From an optimization exercise on the open Yosys and OpenROAD flow, aimed at small area; shortcuts taken in it are not production practice. Only simulation tests tie the RTL to the original design; equivalence was not proved. No driver is modelled on the clock port, so clock power and skew are understated where the tree is cut down; a real chip needs a root buffer or a tree. No activity file was given, so power comes from the tool's default toggle rates.

$ cat design/flow/flow/synth_area.tcl
# The standard synthesis script (synth_recipe.tcl in the folder the flow
# runs in, named by FLOW_SYNTH_TCL), unchanged except that ABC maps the
# logic with an area-oriented script (FLOW_AREA_ABC) instead of the
# delay-oriented one. ABC maps combinational logic only: the registers
# are the standard synthesis's.
proc abc {args} {
  set i [lsearch -exact $args -script]
  if {$i >= 0} {
    set args [lreplace $args [expr {$i + 1}] [expr {$i + 1}] $::env(FLOW_AREA_ABC)]
  }
  puts "area abc: abc $args"
  yosys abc {*}$args
}
source $::env(FLOW_SYNTH_TCL)
$ cat design/flow/standard.sh
#!/bin/bash
# synth_recipe.tcl (not shown) runs the flow's synth.tcl, then flattens the netlist and writes it again
# the make line also repeats each setting of config.mk as NAME=value (left out here)
make -C /OpenROAD-flow-scripts/flow DESIGN_CONFIG=/design/flow/config.mk WORK_HOME=/design/flow/orfs CLKGATE_MAP_FILE= SYNTH_SCRIPT=/design/flow/synth_recipe.tcl "${@:-finish}"
$ cat design/flow/constraint.sdc
create_clock -name core_clock -period 10.0 [get_ports {clk}]
set_input_delay 2.0000 -clock core_clock [delete_from_list [all_inputs] [get_ports {clk}]]
set_output_delay 2.0000 -clock core_clock [all_outputs]
set_load 0.01 [all_outputs]
$ cat design/flow/design.v
module uart_top(
    input           clk       ,
    input           rst_n     ,
    output  [13:0]  rom_addr  ,       
    input   [7:0]   rom_data  ,       
    output          uart_txd  ,
    output          led
    );
    reg  [3:0]  cyc;      
    reg  [3:0]  slot;     
    reg  [14:0] b;        
    reg  [10:0] acc;      
    reg         s1, s2;   
    wire done = ~b[14] & (&b[13:2]) & b[0];
    wire win  = ~slot[3];            
    wire [4:0]  tc;
    wire [4:0]  ts;
    wire [15:0] tb;
    wire [3:0]  nc, ns;
    wire [14:0] nb;
    assign tc[0] = 1'b1;
    assign ts[0] = tc[4];
    assign tb[0] = ts[4] & ~done;
    genvar i;
    generate for (i = 0; i < 4; i = i + 1) begin : g_cnt
        assign nc[i]   = cyc[i] ^ tc[i];
        assign tc[i+1] = cyc[i] & tc[i];
        assign ns[i]   = slot[i] ^ ts[i];
        assign ts[i+1] = slot[i] & ts[i];
    end endgenerate
    generate for (i = 0; i < 15; i = i + 1) begin : g_b
        assign nb[i]   = b[i] ^ tb[i];
        assign tb[i+1] = b[i] & tb[i];
    end endgenerate
    always @(posedge clk or negedge rst_n) begin
        if (!rst_n) begin
            cyc  <= 4'd0;
            slot <= 4'd4;
            b    <= 15'h7ffd;
        end
        else begin
            cyc  <= nc;
            slot <= {ns[3], ns[2] | ts[4], ns[1:0]};
            b    <= nb;
        end
    end
    wire [2:0] k  = cyc[3:1];
    wire [1:0] u  = {k[1] & k[0], k[1] ^ k[0]};
    wire [1:0] lo = slot[0] ? {~k[2], 1'b0} : u;
    wire [1:0] hi = slot[0] ? u : {k[2], 1'b0};
    wire [13:0] ob = {5'd0, hi, 5'd0, lo};
    wire [14:0] ac;
    wire [13:0] adr;
    assign ac[0] = 1'b0;
    generate for (i = 0; i < 14; i = i + 1) begin : g_adr
        assign adr[i]  = b[i] ^ ob[i] ^ ac[i];
        assign ac[i+1] = (b[i] & ob[i]) | (ac[i] & (b[i] ^ ob[i]));
    end endgenerate
    wire valid = b[14] ? ac[2] : ~ac[14];
    assign rom_addr = adr;
    wire add   = win & cyc[0] & valid;
    wire start = win & (cyc == 4'd0);
    wire clr   = start & ~(slot[1] & slot[0]);
    wire flip  = slot[1] & (slot[0] ? s2 : s1);   
    wire sub   = k[2] ^ flip;
    wire [7:0]  op   = rom_data & {8{add}};
    wire [10:0] opx  = {3'b000, op} ^ {11{sub}};
    wire [11:0] cc;
    wire [10:0] sum;
    assign cc[0] = sub;
    generate for (i = 0; i < 11; i = i + 1) begin : g_acc
        assign sum[i]  = acc[i] ^ opx[i] ^ cc[i];
        assign cc[i+1] = (acc[i] & opx[i]) | (cc[i] & (acc[i] ^ opx[i]));
    end endgenerate
    always @(posedge clk) begin
        acc <= sum & {11{~clr}};
        if (start & ~slot[1] & slot[0])
            s1 <= acc[10];                
        if (start & slot[1] & ~slot[0])
            s2 <= acc[10];                
    end
    wire [7:0] t8  = acc[8:1];
    wire sat  = acc[10] | acc[9];
    wire dbit = sat | (~(t8 < 8'd50) & t8[slot[2:0]]);
    assign uart_txd = done | (win ? ~(slot[1] & slot[0]) : dbit);
    assign led = done;
endmodule
$ cat design/flow/flow/run.sh
#!/bin/bash
# Own layout flow: the standard flow (standard.sh) with
#  - synthesis by the standard flow's own script (synth_recipe.tcl), with one change:
#    ABC maps the combinational logic with an area-oriented script
#    (area.abc) instead of the delay-oriented one (synth_area.tcl).
#    Registers are untouched by ABC, so they are the standard synthesis's.
#  - port buffers of the smallest buffer cell (buf_1) instead of the
#    resizer's default choice,
#  - a clock tree of clkbuf_4 cells without dummy load cells,
#  - every combinational cell set to its smallest drive strength after
#    synthesis (downsize.tcl, run at the end of floorplan); the later
#    repair steps upsize where timing or slew needs it.
# The make output goes to flow.log here; each ORFS step keeps its own log
# under orfs/logs/.
set -euo pipefail
HERE=$(cd "$(dirname "${BASH_SOURCE[0]}")" && pwd)
WORK=$(pwd)
export FLOW_SYNTH_TCL="$WORK/synth_recipe.tcl"
export FLOW_AREA_ABC="$HERE/area.abc"
export BUFFER_PORTS_ARGS="-buffer_cell sky130_fd_sc_hd__buf_1"
export CTS_ARGS="-sink_clustering_enable -repair_clock_nets -dont_use_dummy_load -buf_list sky130_fd_sc_hd__clkbuf_4 -root_buf sky130_fd_sc_hd__clkbuf_4"
export POST_FLOORPLAN_TCL="$HERE/downsize.tcl"
bash standard.sh SYNTH_SCRIPT="$HERE/synth_area.tcl" "${@:-finish}" > flow.log 2>&1
$ cat design/flow/flow/area.abc
&get -n
&st
&dch -f
&nf -a -R 1000
&put
$ cat design/flow/flow/downsize.tcl
# Swap every combinational cell to the smallest drive strength of its
# family; later repair steps upsize again where timing needs it.
set db [ord::get_db]
set block [ord::get_db_block]
set n 0
foreach inst [$block getInsts] {
  set m [$inst getMaster]
  set name [$m getName]
  if {![regexp {^(sky130_fd_sc_hd__[a-z0-9]+)_([0-9]+)$} $name -> base sz]} { continue }
  if {[regexp {__(df|dl|sdf|edf|sedf|clk|tap|fill|decap|conb|diode)} $base]} { continue }
  set best $m
  foreach s {0 1 2} {
    set c [$db findMaster ${base}_$s]
    if {$c != "NULL" && [$c getWidth] < [$best getWidth]} { set best $c }
  }
  if {$best != $m} {
    $inst swapMaster $best
    incr n
  }
}
puts "downsize: swapped $n cells"
$ cat design/flow/config.mk
export PLATFORM = sky130hd
export DESIGN_NAME = uart_top
export DESIGN_NICKNAME = uart_top
export VERILOG_FILES = /design/flow/design.v
export SDC_FILE = /design/flow/constraint.sdc
export NUM_CORES = 4
export LEC_CHECK = 0
export CAP_MARGIN = 20
export CORE_MARGIN = 2
export CORE_UTILIZATION = 40
export GPL_TIMING_DRIVEN = 0
export SLEW_MARGIN = 20
==> summary.txt, run 1 <==
CP startpoint kind=flip-flop; I/O Buffers=25; Sequential Power Share=0.550; vias in the first global route=1351; RSZ-0062 raised after global routing=no; drt wl/cell=13.9 um; Mapped Area=2000 um^2; CTS Buf Count=5; Area contributors post-synth=ha_1 21%, dfstp_2 20%, fa_1 12%, dfxtp_1 11%, dfrtp_1 10%; commonest non-fill, non-tap cells in the layout=34 x ha_1, 24 x buf_1, 15 x dfstp_2; GRT Total Usage=0.148; crit path kind=flip-flop to flip-flop; Ys Warns=1; Synth Area per Inst=12.8 um^2; FILL cells=452; clock power share=0.189; Period minus WS final=9.10 ns; die area=5580 um^2; total power=357 uW; share of cells above drive strength 1=0.129; Die Y=74.7 um; Cell Int Power=248 uW; Synth cell types=25; Worst Skew=0.0214 ns; post-synth top area cell=ha_1; Final Util=0.464; HPWL after DPL=2820 um; Routed Antenna Nets=0; CP Max Fanout=8; worst ir drop on vdd=0.0000535 V; Initial Util=0.418; CTS tree=built; Max Fclk=110 MHz; combinational share of power=0.261; Fin Setup TNS=0 ns; CTS sink count=36; diode count=0; Mapped Nets=212; IO Pins=26; Crit-path slowest cell=nor3_1; Largest stage delay, worst path=0.81 ns; hold slack=0.506 ns; Final Hold Viols=0; WP buf/inv=1; P_sw=109 uW; initial antenna violation count=0; vias=1226; Least-Margin Pin Slew=1.06 ns; die width=74.7 um; Post-CTS Setup Inserts=0; clk latency of the worst-skew pair=0.33 ns; Setup violations, final=0; htree depth=2; row count=25; Worst Path Required=10.27 ns; core area=4790 um^2; sequential element share of the synthesized area=0.438; Leak=0.00107 uW; Final Net Count=244; drc violations=0; Initial DRC Count=24; critical path capture point type=flip-flop; largest net degree at the start of global routing=24; drt pass-1 iters=4; Max Slew Vio Count=0; status=timing/DRC/antenna clean; root buf cell=clkbuf_4; vias per cell=4.85; global-route wire length before repair=6050 um; FF+latch count, synth=36; Synth top area share=0.213; CTS clock-pin slew for the worst setup and hold paths=0.11 ns; remaining global-route overflow=0; Hold WC Path Type=flip-flop to flip-flop; P&R area growth vs syn=11.2%; switching share of power=0.306; Max-cap violations=0; Slew headroom=0.287; crit share post-route=0.910; Arr. time, crit path=9.37 ns; Reg area=875 um^2; post_cts resized=0; routed wire length=3510 um; CTS Hold Bufs=0; cell family with most CP delay=adder cells; PwrDens=161 nW/um^2; Placer Congestion=0.799; Longest Clk Path Bufs=2; most common cell after layout, fill and taps aside=ha_1; Cells after Synth=156; Multi-input gate area=1110 um^2
[through the flow]
step                      instances  setup slack (ns)  cell area, um^2
after detailed placement        248             0.870             2180
after global placement          248              1.02             2180
after CTS                       253             0.849             2210
after floorplan                 156              1.77             2000
final                           253             0.901             2220
after global routing            253             0.430             2220
[layout make-up]
class | count | share of cell area
timing repair buffer | 25 | 0.0428
inverter | 6 | 0.0101
clock buffer | 5 | 0.0169
sequential | 36 | 0.394
multi-input combinational | 114 | 0.499
tap | 67 | 0.0377
[metal layers]
layer	vias to the layer above	wire length [um]	GRT usage
met1	612	1520	0.176
li1	592	-	-
met3	2	116	0.0495
met5	-	0	0
met2	20	1850	0.262
met4	0	19	0.0357
[path summary, 6_finish.rpt]
check / slack, ns / from / depth (start not counted) / endpoint
min in group asynchronous: 1.62 / rst_n / 1 / slot[3]
max: 0.90 / cyc[1] / 35 / acc[10]
min: 0.51 / cyc[0] / 1 / cyc[0]
max in group asynchronous: 8.00 / rst_n / 1 / b[5]
max reg2reg: 0.90 / cyc[1] / 35 / acc[10]
min reg2reg: 0.51 / cyc[0] / 1 / cyc[0]
[cell usage after synthesis]
| master | n |
|---|---|
| or2_0 | 2 |
| nor2b_1 | 2 |
| dfxtp_1 | 11 |
| edfxtp_1 | 2 |
| xnor2_1 | 9 |
| nor4b_1 | 1 |
| nor2_1 | 10 |
| nand4_1 | 3 |
| mux2_1 | 2 |
| o21ai_0 | 1 |
| dfstp_2 | 15 |
| ha_1 | 34 |
| nand2b_1 | 1 |
| mux2i_1 | 1 |
| xor2_1 | 2 |
| mux4_2 | 2 |
| o311ai_0 | 1 |
| dfrtp_1 | 8 |
| nand2_1 | 13 |
| fa_1 | 12 |
| a21oi_1 | 6 |
| nor3_1 | 2 |
| and2_0 | 9 |
| clkinv_1 | 6 |
| nor4_1 | 1 |
[state kept, by name, indices dropped and copies added, names as in the netlist]
register	cells
acc	11
b	15
cyc	4
s1	1
s2	1
slot	4
[power by group through the flow]
stage	clock network [uW]	logic (uW)	registers (uW)
after floorplan	0	71.9	193
after global placement	0	86.7	199
after detailed placement	0	92.1	200
after CTS	70.6	96.1	198
after global routing	77.4	111	201
final	67.4	93.4	197
[cells by family after synthesis]
logic type                 count (synthesis)  synth area share
muxes                                      5            0.0388
DFF                                       36             0.438
and+or+nand+nor                           44             0.109
xor gates and xnor gates                  11            0.0482
adders and majority gates                 46             0.333
buffers and inverters                      6            0.0113
AOI/OAI and AO/OA                          8            0.0219
[worst reg2reg max path, delay by kind of cell (launching register included)]
| family | cells | cell delay, ns |
|---|---|---|
| AO/OA/AOI/OAI | 4 | 0.36 |
| XOR/XNOR | 1 | 0.13 |
| adder cells (fa/ha/maj) | 24 | 6.67 |
| buffers and inverters | 1 | 0.06 |
| flip-flops | 1 | 0.42 |
| AND/OR/NAND/NOR | 5 | 1.42 |
==> inputs of run 2 (changes only) <==
--- a/design/flow/design.v
+++ b/design/flow/design.v
@@ -61,7 +61,7 @@
     wire add   = win & cyc[0] & valid;
     wire start = win & (cyc == 4'd0);
     wire clr   = start & ~(slot[1] & slot[0]);
-    wire flip  = slot[1] & (slot[0] ? s2 : s1);   
+    wire flip  = slot[1] & (slot[0] ? s1 : s2);   
     wire sub   = k[2] ^ flip;
     wire [7:0]  op   = rom_data & {8{add}};
     wire [10:0] opx  = {3'b000, op} ^ {11{sub}};
@@ -74,10 +74,10 @@
     end endgenerate
     always @(posedge clk) begin
         acc <= sum & {11{~clr}};
-        if (start & ~slot[1] & slot[0])
+        if (start & (slot[1] ^ slot[0])) begin
             s1 <= acc[10];                
-        if (start & slot[1] & ~slot[0])
-            s2 <= acc[10];                
+            s2 <= s1;                     
+        end
     end
     wire [7:0] t8  = acc[8:1];
     wire sat  = acc[10] | acc[9];
==> summary.txt, run 2 <==
status=timing/DRC/antenna clean; cell family with most CP delay=adder cells; remaining global-route overflow=0 (unchanged); FF+latch count, synth=36 (unchanged); crit path kind=flip-flop to flip-flop; post-synth top area cell=ha_1; Synth top area share=0.220 (+0.00709); biggest regs=b x15, acc x11; Max Slew Vio Count=0 (unchanged); combinational share of power=0.258 (-0.003); Top FF cell, synth=dfstp_2; final instance area=2220 um^2 (+0.11%); diode count=0 (unchanged); Placed Cells=244 (-1.6%); worst slack at placement=0.692 ns (-0.178 ns); CTS clock-pin slew for the worst setup and hold paths=0.08 ns (-0.03 ns); Async SR Flop Fraction=0.639 (unchanged); max reg flops=15 (unchanged); mux share of post-synthesis cell area=0.0383 (-0.000482); post_cts resized=0 (unchanged); simple-gate share of the synthesized area=0.102 (-0.00713); initial antenna violation count=0 (unchanged); PwrDens=159 nW/um^2 (-1.3%); core area=4750 um^2 (-0.65%); Worst Skew=0.0278 ns (+0.00643 ns); vias in the first global route=1278 (-5.4%); Initial DRC Count=44 (+83%); Arr. time, crit path=9.26 ns (-0.11 ns); Synth Area in Compound Gates=0.0220 (+0.0000827); htree depth=2 (unchanged); worst ir drop on vdd=0.0000556 V (+4.0%); vias=1184 (-3.4%); CTS sink count=36 (unchanged); Period minus WS final=9.02 ns (-0.0761 ns); clk latency of the worst-skew pair=0.34 ns (about the same); Hold WC Path Type=flip-flop to flip-flop; drt pass-1 iters=3 (-1); global-route wire length before repair=5800 um (-4.1%); Multi-input gate area=1100 um^2 (-0.34%); main combinational cell family by area after synthesis=adder cells; number of enable flip-flop cells after synthesis=2 (unchanged); CTS tree=built; P_sw=106 uW (-3.2%); die area=5560 um^2 (-0.36%); CP Max Fanout=5 (-3); Area contributors post-synth=ha_1 22%, dfstp_2 20%, fa_1 12%, dfxtp_1 11%, dfrtp_1 10%; routed wire length=3390 um (-3.4%); Max Fclk=111 MHz (+0.84%); I/O Buffers=25 (unchanged); Final Hold Viols=0 (unchanged); CTS Buf Count=5 (unchanged); WP buf/inv=2 (+1); top-count cell post-synth=ha_1; most common cell after layout, fill and taps aside=ha_1; Initial Util=0.419 (+0.00117); drc violations=0 (unchanged); critical path capture point type=flip-flop; commonest non-fill, non-tap cells in the layout=35 x ha_1, 24 x buf_1, 15 x dfstp_2; Mapped Nets=208 (-1.9%); switching share of power=0.300 (-0.00620); P&R area growth vs syn=11.8%; Mapped Area=1990 um^2 (-0.38%); HPWL after DPL=2770 um (-1.6%); XOR/XNOR Fraction of Synth Area=0.0484 (+0.000182); Largest stage delay, worst path=0.48 ns (-0.33 ns); Final Net Count=242 (-0.82%); Setup violations, final=0 (unchanged); die width=74.5 um (-0.18%); RSZ-0062 raised after global routing=no; share of cells above drive strength 1=0.142 (+0.0130); Slew headroom=0.460 (+0.173); Crit-path slowest cell=nor3_1; Synth cell types=26 (+4.0%); Cells after Synth=151 (-3.2%); Sequential Power Share=0.553 (+0.003); non-filler instance count after layout=250 (-1.2%); row count=25 (unchanged); Routed Antenna Nets=0 (unchanged); GRT Total Usage=0.143 (-0.00514); IO Pins=26 (unchanged); Largest Register=b; Commonest cells post-synth=35 x ha_1, 15 x dfstp_2, 12 x fa_1, 11 x dfxtp_1, 11 x xor2_1; Ys Warns=1 (unchanged); FILL cells=459 (+1.5%); Placer Congestion=0.728 (-8.9%); CTS Hold Bufs=0 (unchanged); root buf cell=clkbuf_4; sequential element share of the synthesized area=0.439 (+0.00165); Longest Clk Path Bufs=2 (unchanged); crit share post-route=0.902 (-0.00761); Reg area=875 um^2 (unchanged); Worst Path Required=10.23 ns (-0.04 ns); Leak=0.00109 uW (+2.2%); Synth Area per Inst=13.2 um^2 (+2.9%); Max-cap violations=0 (unchanged); placed cell areas=2180 um^2 (+0.23%); Post-CTS Setup Inserts=0 (unchanged); Die Y=74.5 um (-0.18%); largest net degree at the start of global routing=24 (unchanged); Fin Setup TNS=0 ns (unchanged); Least-Margin Pin Slew=0.809 ns (-0.253 ns); clock power share=0.189 (about the same); CP startpoint kind=flip-flop; drt wl/cell=13.6 um (-2.3%); hold slack=0.452 ns (-0.0538 ns); PnR worst setup slack=0.977 ns (+0.0761 ns); vias per cell=4.74 (-2.3%); Synth Area in Adders=0.341 (+0.00754); Cell Int Power=247 uW (-0.33%)
## run 2: cell types whose count changed in the layout (fill, tap and decap cells not counted), moves of 2 or more
cell	change
a21oi_1	-2
xnor2_1	-8
nand2_1	-3
and2_0	-8
xor2_1	+8
nor2b_1	+7
## run 2: final cells by class
class | instances | share of cell area
clock buffer | 5 | 0.0169
inverter | 5 | 0.00844
multi-input combinational | 110 | 0.497
sequential | 36 | 0.393
tap | 67 | 0.0377
timing repair buffer | 27 | 0.0472
## run 2: worst reg2reg max path: cells and delay by family (launching register included)
kind | cells | cell delay [ns]
AND/OR/NAND/NOR | 6 | 0.97
adder cells (fa/ha/maj) | 24 | 6.69
buffers and inverters | 2 | 0.33
AO/OA/AOI/OAI | 3 | 0.35
flip-flops | 1 | 0.41
XOR/XNOR | 1 | 0.18
## run 2: per-stage QoR
step / power [uW] / utilization
5_1_grt: 379 / 0.468
3_5_place_dp: 290 / 0.459
2_1_floorplan: 265 / -
4_1_cts: 359 / 0.467
6_report: 353 / 0.468
3_3_place_gp: 283 / 0.456
## run 2: layer usage
metal	wire, um	GRT usage	up-vias
li1	-	-	584
met1	1480	0.181	584
met2	1760	0.235	11
met3	99	0.0366	5
met4	53	0.0595	0
met5	0	0	-
## run 2: path summary, 6_finish.rpt
| kind | from | endpoint | slack, ns | cells past startpoint |
|---|---|---|---|---|
| max in group asynchronous | rst_n | cyc[1] | 8.03 | 1 |
| min | s1 | s2 | 0.45 | 0 |
| max reg2reg | cyc[1] | acc[10] | 0.98 | 36 |
| min in group asynchronous | rst_n | b[1] | 1.61 | 1 |
| min reg2reg | s1 | s2 | 0.45 | 0 |
| max | cyc[1] | acc[10] | 0.98 | 36 |
## run 2: power groups by stage
stage / sequential (uW) / combinational (uW) / clock, uW
3_3_place_gp: 197 / 85.5 / 0
2_1_floorplan: 192 / 73.4 / 0
3_5_place_dp: 198 / 91.2 / 0
6_report: 195 / 91.1 / 66.5
4_1_cts: 196 / 93.8 / 69.6
5_1_grt: 199 / 105 / 75.2
## run 2: logic make-up after synthesis
family	after synthesis
buf+inv	5
mux	5
flops	36
xor+xnor	11
fa+ha+maj	47
compound gates	7
simple gates	40
==> inputs of run 3 (changes only) <==
--- a/design/flow/flow/run.sh
+++ b/design/flow/flow/run.sh
@@ -20,4 +20,7 @@
 export BUFFER_PORTS_ARGS="-buffer_cell sky130_fd_sc_hd__buf_1"
 export CTS_ARGS="-sink_clustering_enable -repair_clock_nets -dont_use_dummy_load -buf_list sky130_fd_sc_hd__clkbuf_4 -root_buf sky130_fd_sc_hd__clkbuf_4"
 export POST_FLOORPLAN_TCL="$HERE/downsize.tcl"
+export POST_CTS_TCL="$HERE/clk2.tcl"
+export CLK_LEAF_CELL=sky130_fd_sc_hd__clkbuf_8
+export CLK_ROOT_CELL=sky130_fd_sc_hd__clkbuf_2
 bash standard.sh SYNTH_SCRIPT="$HERE/synth_area.tcl" "${@:-finish}" > flow.log 2>&1
==> design/flow/flow/clk2.tcl (new file) <==
# Merge the leaf buffers of the clock tree that CTS built in pairs (each
# with its nearest other leaf), so the tree is the root buffer and two leaf
# buffers; size the leaves to CLK_LEAF_CELL and the root to CLK_ROOT_CELL.
# Then legalise the placement again.
set db [ord::get_db]
set block [ord::get_db_block]
set clk [$block findNet clk]
set root ""
foreach it [$clk getITerms] {
  if {[$it isInputSignal]} { set root [$it getInst] }
}
set rootnet [[$root findITerm X] getNet]
set leaves {}
foreach it [$rootnet getITerms] {
  set inst [$it getInst]
  if {$inst == $root} { continue }
  if {[string match "*clkbuf*" [[$inst getMaster] getName]]} { lappend leaves $inst }
}
proc dist {a b} {
  set la [$a getLocation]; set lb [$b getLocation]
  return [expr {abs([lindex $la 0]-[lindex $lb 0]) + abs([lindex $la 1]-[lindex $lb 1])}]
}
set removed 0
while {[llength $leaves] > 2} {
  set a [lindex $leaves 0]
  set best ""; set bd 1e18
  foreach b [lrange $leaves 1 end] {
    set d [dist $a $b]
    if {$d < $bd} { set bd $d; set best $b }
  }
  set an [[$a findITerm X] getNet]
  set bn [[$best findITerm X] getNet]
  foreach it [$bn getITerms] {
    if {[$it getInst] == $best} { continue }
    $it disconnect
    $it connect $an
  }
  foreach it [$best getITerms] {
    if {[$it getNet] != "NULL"} { $it disconnect }
  }
  odb::dbInst_destroy $best
  odb::dbNet_destroy $bn
  incr removed
  set rest {}
  foreach l $leaves { if {$l != $a && $l != $best} { lappend rest $l } }
  set leaves [concat $rest [list $a]]
}
foreach l $leaves { $l swapMaster [$db findMaster $::env(CLK_LEAF_CELL)] }
$root swapMaster [$db findMaster $::env(CLK_ROOT_CELL)]
puts "clk2: removed $removed leaf buffers, [llength $leaves] left"
detailed_placement
check_placement -verbose
estimate_parasitics -placement
==> summary.txt, run 3 <==
status=timing/DRC/antenna clean; Hold WC Path Type=flip-flop to flip-flop; most used routing layer=met2; crit path kind=flip-flop to flip-flop; PwrDens=158 nW/um^2 (-0.54%); Fin Setup TNS=0 ns (unchanged); worst slack at placement=0.692 ns (unchanged); placed cell areas=2180 um^2 (unchanged); global-route wire length before repair=5800 um (unchanged); Max Fclk=111 MHz (-0.14%); Cells after Synth=151 (unchanged); Synth top area share=0.220 (unchanged); vias=1194 (+0.84%); row count=25 (unchanged); core area=4750 um^2 (unchanged); Leak=0.00109 uW (-0.41%); Synth Area per Inst=13.2 um^2 (unchanged); non-filler instance count after layout=248 (-0.80%); most common cell after layout, fill and taps aside=ha_1; Arr. time, crit path=9.28 ns (+0.02 ns); CTS clock-pin slew for the worst setup and hold paths=0.10 ns (+0.02 ns); combinational share of power=0.259 (about the same); Largest Register=b; Ys Warns=1 (unchanged); HPWL after DPL=2770 um (unchanged); P_sw=106 uW (-0.17%); CP Max Fanout=5 (unchanged); worst ir drop on vdd=0.0000702 V (+26%); vias per cell=4.81 (+1.7%); share of cells above drive strength 1=0.133 (-0.00948); FILL cells=454 (-1.1%); critical path capture point type=flip-flop; routed wire length=3390 um (about the same); clk latency of the worst-skew pair=0.34 ns (about the same); top-count cell post-synth=ha_1; crit share post-route=0.904 (+0.00129); drc violations=0 (unchanged); drt pass-1 iters=2 (-1); drt wl/cell=13.7 um (+0.75%); Cell Int Power=245 uW (-1.0%); Die Y=74.5 um (unchanged); Initial Util=0.419 (unchanged); CTS sink count=36 (unchanged); Setup violations, final=0 (unchanged); Placed Cells=244 (unchanged); max reg flops=15 (unchanged); Final Net Count=240 (-0.83%); Placer Congestion=0.728 (unchanged); PnR worst setup slack=0.964 ns (-0.0129 ns); M3 GR Usage=0.0285 (-0.00813); Multi-input gate area=1100 um^2 (unchanged); sequential element share of the synthesized area=0.439 (unchanged); Max Slew Vio Count=0 (unchanged); Worst Path Required=10.24 ns (about the same); vias in the first global route=1255 (-1.8%); RSZ-0062 raised after global routing=no; cell family with most CP delay=adder cells; largest net degree at the start of global routing=24 (unchanged); I/O Buffers=25 (unchanged); biggest regs=b x15, acc x11; commonest non-fill, non-tap cells in the layout=35 x ha_1, 24 x buf_1, 15 x dfstp_2; Async SR Flop Fraction=0.639 (unchanged); Initial DRC Count=50 (+14%); Synth cell types=26 (unchanged); final instance area=2220 um^2 (-0.22%); Largest stage delay, worst path=0.50 ns (+0.02 ns); diode count=0 (unchanged); IO Pins=26 (unchanged); die area=5560 um^2 (unchanged); Max-cap violations=0 (unchanged); Mapped Nets=208 (unchanged); Top FF cell, synth=dfstp_2; Crit-path slowest cell=nor3_1; remaining global-route overflow=0 (unchanged); Reg area=875 um^2 (unchanged); FF+latch count, synth=36 (unchanged); GRT Total Usage=0.141 (-0.00199); switching share of power=0.302 (+0.00179); Routed Antenna Nets=0 (unchanged); P&R area growth vs syn=11.5%; Final Hold Viols=0 (unchanged); number of enable flip-flop cells after synthesis=2 (unchanged); Area contributors post-synth=ha_1 22%, dfstp_2 20%, fa_1 12%, dfxtp_1 11%, dfrtp_1 10%; Least-Margin Pin Slew=0.804 ns (-0.00511 ns); met1 global-route usage=0.190 (+0.00870); Mapped Area=1990 um^2 (unchanged); Sequential Power Share=0.558 (+0.005); Slew headroom=0.463 (+0.00341); post-synth top area cell=ha_1; Commonest cells post-synth=35 x ha_1, 15 x dfstp_2, 12 x fa_1, 11 x dfxtp_1, 11 x xor2_1; clock power share=0.183 (-0.006); WP buf/inv=2 (unchanged); initial antenna violation count=0 (unchanged); CP startpoint kind=flip-flop; Worst Skew=0.0207 ns (-0.00713 ns); M2 GR Usage=0.230 (-0.00492); Period minus WS final=9.04 ns (+0.0129 ns); die width=74.5 um (unchanged)
## run 3: final cells by class
| type | count | area share |
|---|---|---|
| Multi-Input combinational cell | 110 | 0.498 |
| Sequential cell | 36 | 0.394 |
| Clock buffer | 3 | 0.0147 |
| Tap cell | 67 | 0.0378 |
| Inverter | 5 | 0.00846 |
| Timing Repair Buffer | 27 | 0.0474 |
## run 3: cell families (layout without fill, tap and decap cells)
kind of cell,count (synthesis),after routing,share of synthesized area
adders and majority gates,47,47,0.341
and+or+nand+nor,40,40,0.102
DFF,36,36,0.439
xor gates and xnor gates,11,11,0.0484
AOI/OAI and AO/OA,7,7,0.0220
muxes,5,5,0.0383
buffers and inverters,5,35,0.00943
## run 3: power groups by stage
stage | logic (uW) | clock network (uW) | registers (uW)
floorplan | 73.4 | 0 | 192
global placement | 85.5 | 0 | 197
detailed placement | 91.2 | 0 | 198
global route | 105 | 72.4 | 199
finish | 90.7 | 64.3 | 195
## run 3: through the flow
step | hold slack (ns) | power [uW] | utilization
floorplan | 0.417 | 265 | -
global placement | 0.430 | 283 | 0.456
detailed placement | 0.440 | 290 | 0.459
global route | 0.470 | 376 | 0.467
finish | 0.459 | 350 | 0.467
## run 3: per-layer routing
| metal | share of wire | vias up |
|---|---|---|
| li1 | - | 581 |
| met1 | 0.46 | 598 |
| met2 | 0.50 | 10 |
| met4 | 0.015 | 0 |
| met3 | 0.024 | 5 |
| met5 | 0 | - |
## run 3: path summary, 6_finish.rpt
path,start,to,slack (ns),cells after the start
min reg2reg,s1,s2,0.46,0
max reg2reg,cyc[1],acc[10],0.96,36
min in group asynchronous,rst_n,cyc[3],1.61,1
min,s1,s2,0.46,0
max,cyc[1],acc[10],0.96,36
max in group asynchronous,rst_n,b[2],8.03,1
## run 3: worst reg2reg max path, delay by kind of cell, from the launching register on
| family | cells | cell delay [ns] |
|---|---|---|
| adders and majority gates | 24 | 6.68 |
| xor gates and xnor gates | 1 | 0.18 |
| buffers and inverters | 2 | 0.34 |
| AOI/OAI and AO/OA | 3 | 0.34 |
| and+or+nand+nor | 6 | 0.98 |
| DFF | 1 | 0.42 |

==> what the ideal ports hide <==
How much do the figures lean on ideal ports? The routed layouts below were timed once more, with nothing changed but the port constraints.
Step 1 (the two cells are an assumption about what drives the block):
set clk [get_ports {clk}]
set_driving_cell -lib_cell sky130_fd_sc_hd__clkbuf_16 $clk
set_driving_cell -lib_cell sky130_fd_sc_hd__buf_2 [delete_from_list [all_inputs] $clk]
Step 2 adds t to the input delays and takes it off the output delays; t is the mean of the earliest and latest rising clock arrival at the registers after step 1. Input paths then give back, and output paths get back, about the clock's delay inside the block.
Three values: no drivers, after step 1, after step 2; two values: the first two.
run	t (ns)	setup WS [ns]	hold WS [ns]	worst register clock-pin slew, ns
run 1	0.347	0.901 / 0.901 / 0.901	0.506 / 0.506 / 0.506	0.11 / 0.11
run 2	0.352	0.977 / 0.977 / 0.977	0.452 / 0.452 / 0.452	0.11 / 0.11
run 3	0.350	0.964 / 0.964 / 0.964	0.459 / 0.459 / 0.459	0.12 / 0.12
After both steps setup and hold are still met in every run listed.
